From an optimization exercise on the open Yosys and OpenROAD flow, aimed at small area; shortcuts taken in it are not production practice. The RTL was checked by simulation tests, not by an equivalence proof against the original design. In this run the design's own scripts or RTL, not TritonCTS, make the clock network. The flow treats the clock pin as an ideal source. Dropping or thinning the clock tree relies on that and would not hold on a real chip. Power figures rest on the tool's default switching activity, not on a simulated workload.

$ cat config.mk
export PLATFORM = sky130hd
export DESIGN_NAME = SpiController
export DESIGN_NICKNAME = SpiController
export VERILOG_FILES = /design/flow/design.v
export SDC_FILE = /design/flow/constraint.sdc
export NUM_CORES = 4
export LEC_CHECK = 0
export CAP_MARGIN = 20
export CORE_MARGIN = 2
export CORE_UTILIZATION = 40
export SLEW_MARGIN = 20
$ cat constraint.sdc
create_clock -name core_clock -period 5.0 [get_ports {clk_i}]
set_input_delay 1.0000 -clock core_clock [delete_from_list [all_inputs] [get_ports {clk_i}]]
set_output_delay 1.0000 -clock core_clock [all_outputs]
set_load 0.01 [all_outputs]
$ cat design.v
`timescale 10ns / 1ns
module SpiController #(
    parameter CLOCK_DIVIDE = 2,   
    parameter FRAME_WIDTH = 32   
) (
    input clk_i,   
    input reset_i,   
    input start_i,   
    output is_idle_o,   
    output spi_sclk_o,   
    output spi_mosi_o,   
    input spi_miso_i,   
    output spi_cs_o,   
    output unsigned [FRAME_WIDTH-1:0] data_o,   
    input unsigned [FRAME_WIDTH-1:0] data_i   
);
    logic act_q;   
    logic [2:0] ph_q;   
    logic [5:0] cnt_q;   
    logic [31:0] shift_q;   
    logic [31:0] data_q;   
    logic fin;   
    logic ld, shr, hdr;   
    logic dn, hn;   
    assign fin = cnt_q[1] & cnt_q[2] & cnt_q[3];
    assign ld = ~act_q;
    assign shr = ph_q[2] & ~ph_q[1] & ~reset_i;   
    assign hdr = act_q & ~reset_i & ~shr;
    assign dn = ~act_q & fin & ~reset_i;
    assign hn = ~((~act_q & fin) | reset_i);
    always_ff @(posedge clk_i) begin
        act_q <= ~reset_i & ~fin & (act_q | start_i);
        ph_q[0] <= act_q & ~reset_i & ~ph_q[2];
        ph_q[1] <= ph_q[0];
        ph_q[2] <= act_q & ~reset_i & ph_q[1];
        cnt_q <= ({6{shr}} & {cnt_q[4:0], ~(cnt_q[0] ^ cnt_q[5])})
               | ({6{hdr}} & cnt_q);
        shift_q <= ({32{ld}} & data_i)
                 | ({32{shr}} & {shift_q[30:0], spi_miso_i})
                 | ({32{hdr}} & shift_q);
        data_q <= ({32{dn}} & shift_q) | ({32{hn}} & data_q);
    end
    assign spi_mosi_o = shift_q[31] & act_q & ~fin;
    assign spi_sclk_o = ph_q[2];
    assign spi_cs_o = ~act_q;
    assign is_idle_o = ~act_q & ~fin;
    assign data_o = data_q;
endmodule
$ cat flow/run.sh
#!/bin/bash
# Standard ORFS synthesis, then the combinational logic is replaced by a
# hand-mapped equivalent (flow/remap.py, flip-flops kept as synthesized), then
# the standard ORFS layout with small port buffers and a flat clock buffering
# (flow/clkbuf.tcl, two levels of inverters) in place of ORFS's clock tree synthesis.
set -euo pipefail
export BUFFER_PORTS_ARGS="-buffer_cell sky130_fd_sc_hd__buf_1"
export PRE_CTS_TCL=$PWD/flow/clkbuf.tcl
export CLKBUF_GROUPS=6
export CLKBUF_CELL=sky130_fd_sc_hd__inv_4
export CLKBUF_ROOT=sky130_fd_sc_hd__inv_4
bash standard.sh synth > synth.log 2>&1
R=orfs/results/sky130hd/SpiController/base
cp $R/1_2_yosys.v std_synth_netlist.log
python3 flow/remap.py std_synth_netlist.log $R/1_2_yosys.v > remap.log 2>&1
rm -f $R/1_synth.odb $R/1_synth.sdc
bash standard.sh > layout.log 2>&1
$ cat flow/clkbuf.tcl
# Replaces ORFS's clock tree synthesis by a flat two-level clock network:
# the flip-flops are split into CLKBUF_GROUPS equal groups by location
# (balanced k-means) and each group is driven by one CLKBUF_CELL placed at
# the group's centroid, fed from the clock port directly or, if CLKBUF_ROOT
# names a cell, through one root cell of that type.  The cells may be
# buffers or inverters (two levels of inverters keep the clock polarity).
# All flip-flops thus see the same number of stages.  Sourced as PRE_CTS_TCL;
# it overrides clock_tree_synthesis.
proc out_iterm { inst } {
  foreach it [$inst getITerms] {
    if {[$it isOutputSignal]} { return $it }
  }
}

proc flat_clock_buffers { ngroups cellname rootname } {
  set db [ord::get_db]
  set block [ord::get_db_block]
  set portnet [$block findNet clk_i]
  set clknet $portnet
  set master [$db findMaster $cellname]
  set sinks {}
  foreach it [$clknet getITerms] {
    set inst [$it getInst]
    set bb [$inst getBBox]
    lappend sinks [list $it [expr {([$bb xMin] + [$bb xMax]) / 2.0}] [expr {([$bb yMin] + [$bb yMax]) / 2.0}]]
  }
  set n [llength $sinks]
  # k-means, seeded by sinks spread along x
  set sorted [lsort -real -index 1 $sinks]
  set cents {}
  for {set g 0} {$g < $ngroups} {incr g} {
    set s [lindex $sorted [expr {int(($g + 0.5) * $n / $ngroups)}]]
    lappend cents [list [lindex $s 1] [lindex $s 2]]
  }
  # balanced k-means: each group takes at most ceil(n / ngroups) sinks,
  # assigned greedily by increasing distance to the group centres
  set cap [expr {($n + $ngroups - 1) / $ngroups}]
  for {set iter 0} {$iter < 30} {incr iter} {
    set pairs {}
    set i 0
    foreach s $sinks {
      for {set g 0} {$g < $ngroups} {incr g} {
        set c [lindex $cents $g]
        lappend pairs [list [expr {abs([lindex $s 1] - [lindex $c 0]) + abs([lindex $s 2] - [lindex $c 1])}] $i $g]
      }
      incr i
    }
    set pairs [lsort -real -index 0 $pairs]
    set assign [lrepeat $n -1]
    set fill [lrepeat $ngroups 0]
    foreach p $pairs {
      lassign $p d i g
      if {[lindex $assign $i] >= 0 || [lindex $fill $g] >= $cap} continue
      lset assign $i $g
      lset fill $g [expr {[lindex $fill $g] + 1}]
    }
    set newc {}
    for {set g 0} {$g < $ngroups} {incr g} {
      set sx 0; set sy 0; set k 0
      foreach s $sinks a $assign {
        if {$a == $g} { set sx [expr {$sx + [lindex $s 1]}]; set sy [expr {$sy + [lindex $s 2]}]; incr k }
      }
      if {$k > 0} { lappend newc [list [expr {$sx / $k}] [expr {$sy / $k}]] } else { lappend newc [lindex $cents $g] }
    }
    set cents $newc
  }
  if {$rootname != ""} {
    # one root buffer at the centroid of the group buffers
    set rinst [odb::dbInst_create $block [$db findMaster $rootname] "clkbuf_flat_root"]
    set clknet [odb::dbNet_create $block "clknet_flat_root"]
    $clknet setSigType CLOCK
    [$rinst findITerm A] connect $portnet
    [out_iterm $rinst] connect $clknet
    set sx 0; set sy 0
    foreach c $cents { set sx [expr {$sx + [lindex $c 0]}]; set sy [expr {$sy + [lindex $c 1]}] }
    $rinst setLocation [expr {int($sx / $ngroups)}] [expr {int($sy / $ngroups)}]
    $rinst setPlacementStatus PLACED
  }
  for {set g 0} {$g < $ngroups} {incr g} {
    set inst [odb::dbInst_create $block $master "clkbuf_flat_$g"]
    set net [odb::dbNet_create $block "clknet_flat_$g"]
    $net setSigType CLOCK
    [$inst findITerm A] connect $clknet
    [out_iterm $inst] connect $net
    set k 0
    foreach s $sinks a $assign {
      if {$a == $g} {
        set it [lindex $s 0]
        $it disconnect
        $it connect $net
        incr k
      }
    }
    set c [lindex $cents $g]
    $inst setLocation [expr {int([lindex $c 0])}] [expr {int([lindex $c 1])}]
    $inst setPlacementStatus PLACED
    puts "clock buffer clkbuf_flat_$g ($cellname): $k flip-flops"
  }
}

rename clock_tree_synthesis orfs_clock_tree_synthesis
proc clock_tree_synthesis { args } {
  flat_clock_buffers $::env(CLKBUF_GROUPS) $::env(CLKBUF_CELL) $::env(CLKBUF_ROOT)
  set_propagated_clock [all_clocks]
}
$ cat flow/remap.py
#!/usr/bin/env python3
"""Replace the combinational logic of the standard synthesis netlist by a
hand-mapped equivalent of rtl/SpiController.sv.  The flip-flops of the
standard synthesis are kept as they are: same instance names, cell types and
output nets.  Usage: remap.py IN.v OUT.v"""
import re, sys

src = open(sys.argv[1]).read()
P = 'sky130_fd_sc_hd__'

# flip-flops of the standard synthesis: name -> (cell, Q net text)
flops = {}
for m in re.finditer(r'(sky130_fd_sc_hd__df\w+)\s+(\\\S+|\w+)\s*\((.*?)\);', src, re.S):
    cell, inst, body = m.group(1), m.group(2), m.group(3)
    q = re.search(r'\.Q\(\s*(\\\S+\s|[\w\[\]]+)\s*\)', body).group(1).strip()
    base = inst.lstrip('\\').split('$')[0]
    flops[base] = (cell, inst, q)

names = ['act_q'] + ['ph_q[%d]' % i for i in range(3)] + ['cnt_q[%d]' % i for i in range(6)] \
    + ['shift_q[%d]' % i for i in range(32)] + ['data_q[%d]' % i for i in range(32)]
assert sorted(flops) == sorted(names), sorted(set(flops) ^ set(names))
for n in names:
    assert flops[n][0] == P + 'dfxtp_1', (n, flops[n][0])

def q(n):
    t = flops[n][2]
    return t + ' ' if t.startswith('\\') else t

out = []
wires = set()
cnt = [0]

def w(n):
    wires.add(n)
    return n

def cell(typ, **pins):
    cnt[0] += 1
    conns = ', '.join('.%s(%s)' % (k, v) for k, v in pins.items())
    out.append('  %s%s rm_%d (%s);' % (P, typ, cnt[0], conns))

act, ph, c, s, d = q('act_q'), [q('ph_q[%d]' % i) for i in range(3)], \
    [q('cnt_q[%d]' % i) for i in range(6)], [q('shift_q[%d]' % i) for i in range(32)], \
    [q('data_q[%d]' % i) for i in range(32)]

# shared control; the select nets each drive 32 or more loads, so they come
# from gates with an output buffer (and*_2, inv_2)
cell('and3_1', A=c[1], B=c[2], C=c[3], X=w('rm_fin'))
cell('inv_2', A=act, Y='spi_cs_o')                      # ld = ~act
ld = 'spi_cs_o'
cell('inv_1', A='reset_i', Y=w('rm_nr'))
cell('and3b_2', A_N=ph[1], B=ph[2], C='rm_nr', X=w('rm_shr'))
cell('and3b_2', A_N='rm_shr', B=act, C='rm_nr', X=w('rm_hdr'))
cell('and3_2', A=ld, B='rm_fin', C='rm_nr', X=w('rm_dn'))
cell('nand2_1', A=ld, B='rm_fin', Y=w('rm_ldfin_n'))
cell('and2_2', A='rm_ldfin_n', B='rm_nr', X=w('rm_hn'))
# outputs
cell('nor3b_1', A=ld, B='rm_fin', C_N=s[31], Y='spi_mosi_o')
cell('nor2_1', A=act, B='rm_fin', Y='is_idle_o')

dnet = {}
def D(n):
    dnet[n] = w('rm_d_' + re.sub(r'\W', '_', n))
    return dnet[n]

# act
cell('nor2_1', A=act, B='start_i', Y=w('rm_as'))
cell('nor3_1', A='reset_i', B='rm_fin', C='rm_as', Y=D('act_q'))
# Johnson phase counter
cell('nor3_1', A=ld, B='reset_i', C=ph[2], Y=D('ph_q[0]'))
dnet['ph_q[1]'] = ph[0]
cell('and3_1', A=act, B='rm_nr', C=ph[1], X=D('ph_q[2]'))
# bit counter
cell('xnor2_1', A=c[0], B=c[5], Y=w('rm_cfb'))
for i in range(6):
    cell('a22o_1', A1='rm_shr', A2=(c[i - 1] if i else 'rm_cfb'), B1='rm_hdr', B2=c[i], X=D('cnt_q[%d]' % i))
# shift register
for i in range(32):
    y = w('rm_sy_%d' % i)
    cell('a222oi_1', A1=ld, A2='data_i[%d]' % i, B1='rm_shr', B2=(s[i - 1] if i else 'spi_miso_i'),
         C1='rm_hdr', C2=s[i], Y=y)
    cell('inv_1', A=y, Y=D('shift_q[%d]' % i))
# received word
for i in range(32):
    cell('a22o_1', A1='rm_dn', A2=s[i], B1='rm_hn', B2=d[i], X=D('data_q[%d]' % i))

for n in names:
    cellt, inst, qn = flops[n]
    out.append('  %s %s (.CLK(clk_i), .D(%s), .Q(%s));' % (cellt, inst + ' ' if inst.startswith('\\') else inst, dnet[n], q(n)))

# header: ports exactly as in the standard netlist
hdr = src[:src.index(');', src.index('module')) + 2]
decl = re.findall(r'^\s*(?:input|output)\b[^;]*;', src, re.M)
portnames = set()
for dcl in decl:
    portnames.add(dcl.split()[-1].rstrip(';'))
qnets = set()
for n in names:
    t = q(n).strip()
    base = t.split('[')[0] if not t.startswith('\\') else t
    if base not in portnames and not t.startswith('\\'):
        qnets.add(t)
    elif t.startswith('\\'):
        qnets.add(t)
lines = [hdr] + ['  ' + x.strip() for x in decl]
for n in sorted(qnets):
    lines.append('  wire %s ;' % n)
for n in sorted(wires):
    lines.append('  wire %s;' % n)
lines += out + ['endmodule', '']
open(sys.argv[2], 'w').write('\n'.join(lines))
$ cat standard.sh
#!/bin/bash
# synth_recipe.tcl (not shown) runs the flow's synth.tcl, then flattens the netlist and writes it again
# the make line also repeats each setting of config.mk as NAME=value (left out here)
make -C /OpenROAD-flow-scripts/flow DESIGN_CONFIG=/design/flow/config.mk WORK_HOME=/design/flow/orfs CLKGATE_MAP_FILE= SYNTH_SCRIPT=/design/flow/synth_recipe.tcl "${@:-finish}"
==> qor.txt <==
area delta synth->final = 17.06%
Clk pin slew, worst setup/hold paths = 0.12 ns
Net Switching = 0.0002464 W
Max-Cap Viols = 0
grt ovf = 0
routed len/inst = 15.54 um
CP required = 5.07 ns
layout cells sized above 1 = 0.04461
Final min period = 2.729 ns
status = finished clean
global-route usage over all layers = 0.1552
Die Width = 80.61 um
HPWL after detailed placement = 3194 um
detailed router's first-iteration violation count = 191
Sw Share = 0.2694
post-route antenna net violation count = 0
Worst Skew = 0.02570 ns
Slew @ Worst Pin = 0.7131 ns
pin count of the biggest net entering global routing = 40
clock latency (worst-skew pair) = 0.21 ns
final max-slew violation count = 0
fillcell total = 550
Synthesized Nets = 227
initial antenna violation count = 0
Die Y-Extent = 80.61 um
Worst R2R End = shift_q[25]$_DFF_P_
Synth Instances = 191
Initial Utilization = 0.4211
core area = 5574 um2
Worst slew margin = 0.5246
YS warnings = 1
critical path arrival = 2.80 ns
FMAX = 366.4 MHz
total power = 0.0009146 W
critical path type = primary input to register
Final Hold Vio Count = 0
Worst setup startpoint = reset_i
worst vdd ir = 146.0 uV
Core Util, Final = 0.4929
first-pass GRT wire length = 8342 um
Clk pwr share = 0.238
CTS Hold Bufs = 0
worst hold-check path type = register to register
number of I/O port buffers = 71
crit-path max FO = 39
layout net count = 307
Tcrit/Tclk final = 0.5458
Vias = 1892
crit path capture type = register
Setup TNS Final = 0 ns
DIE AREA = 6497 um2
syn_area_per_cell = 12.29 um2
Pre-Repair DR Iteration Count = 10
routability cong. = 0.6870
P_leak = 1.158 nW
sequential power share = 0.696
final hold slack = 0.3443 ns
# diodes = 0
FF-to-FF path depth = 4
synthesized cell area = 2347 um2
Reg-to-Reg Start = ph_q[2]$_DFF_P_
post-CTS setup buffers = 0
Critical Path End = shift_q[25]$_DFF_P_
crit start category = primary input
Final Setup Violations = 0
DRC = 0
Comb pwr share = 0.067
unrepaired setup endpoints after global routing = no
Vias/cell = 5.548
num ports = 72
FF-to-FF setup slack = 2.88 ns
final WL = 5299 um
FP Rows = 27
Pint = 0.0006682 W
PostCTS Resize Cnt = 0
vias in the first global route = 1740
power per cell area = 332.9 nW/um2
-- flip-flops by register name, indices dropped and copies added (netlist names) --
name / count
act_q: 1
cnt_q: 6
shift_q: 32
data_q: 32
ph_q: 3
-- per-stage QoR --
stage / instances / area, um2 / setup WS, ns
floorplan: 191 / 2347 / 2.593
global placement: 334 / 2704 / 2.143
detailed placement: 334 / 2704 / 2.065
CTS: 341 / 2748 / 2.301
global route: 341 / 2748 / 2.118
finish: 341 / 2748 / 2.271
-- layout by cell type, fill, tap and decap left out --
cell type   n
nor3_1      2
inv_1      33
a222oi_1   32
and2_2      1
xnor2_1     1
inv_4       7
inv_2       1
nor3b_1     1
nand2_1     1
dfxtp_1    74
a22o_1     38
and3_2      1
nor2_1      2
and3b_2     2
and3_1      2
buf_1      71
-- worst max-delay path, stage by stage --
cell and delay (ns):
buf_1 0.09, inv_1 0.10, and3b_2 0.67, and3b_2 0.53
a222oi_1 0.32, inv_1 0.08
-- metal layers --
metal  vias up  track usage  wire, um
li1        918            -         -
met1       891       0.2260      2453
met2        77       0.2450      2387
met3         6      0.02921       413
met4         0      0.02034        44
met5         -            0         0
-- worst min-delay path by stage --
stage,start,endpoint,slack (ns),depth (start not counted)
floorplan,ph_q[0]$_DFF_P_,ph_q[1]$_DFF_P_,0.31,0
global placement,ph_q[0]$_DFF_P_,ph_q[1]$_DFF_P_,0.31,0
detailed placement,ph_q[0]$_DFF_P_,ph_q[1]$_DFF_P_,0.32,0
CTS,ph_q[0]$_DFF_P_,ph_q[1]$_DFF_P_,0.35,0
global route,ph_q[0]$_DFF_P_,ph_q[1]$_DFF_P_,0.36,0
finish,ph_q[0]$_DFF_P_,ph_q[1]$_DFF_P_,0.34,0
-- final cells by class --
class	count	area (um2)	share of cell area
Inverter	41	171.4	0.06239
Multi-Input combinational cell	83	738.2	0.2687
Sequential cell	74	1481	0.5392
Tap cell	72	90.09	0.03279
Timing Repair Buffer	71	266.5	0.09699
-- power groups by stage --
stage	clock network (W)	logic, W	registers (W)
after CTS	0.000231	0.0000614	0.000636
after global routing	0.000256	0.0000684	0.000641
after floorplan	0	0.0000401	0.000643
after global placement	0	0.0000592	0.000649
final	0.000217	0.0000611	0.000636
after detailed placement	0	0.0000611	0.000649

[afterwards: timing with drivers on the ports]
No port has a modelled driver above. Below, the same layout with a new extraction and two added sets of constraints.
Step 1, drivers: a clkbuf_16 drives clk_i and a buf_2 each remaining input, both assumed.
Step 2 moves the port delays by t, midway between the first and last clock arrival at a register: inputs arrive t later, outputs are due t later. That takes back most of the time a late clock gives input paths.
a / b / c = no drivers / after step 1 / after step 2; a / b = the first two.
t, ns: 0.226
slack for setup (ns): 2.271 / 2.283 / 2.056
hold WS [ns]: 0.344 / 0.344 / 0.344
pins driven straight from the clock port: 1
After both steps setup and hold are still met in this run. The setup slack of this run moves by +0.012 ns with the drivers and by -0.215 ns with both steps.
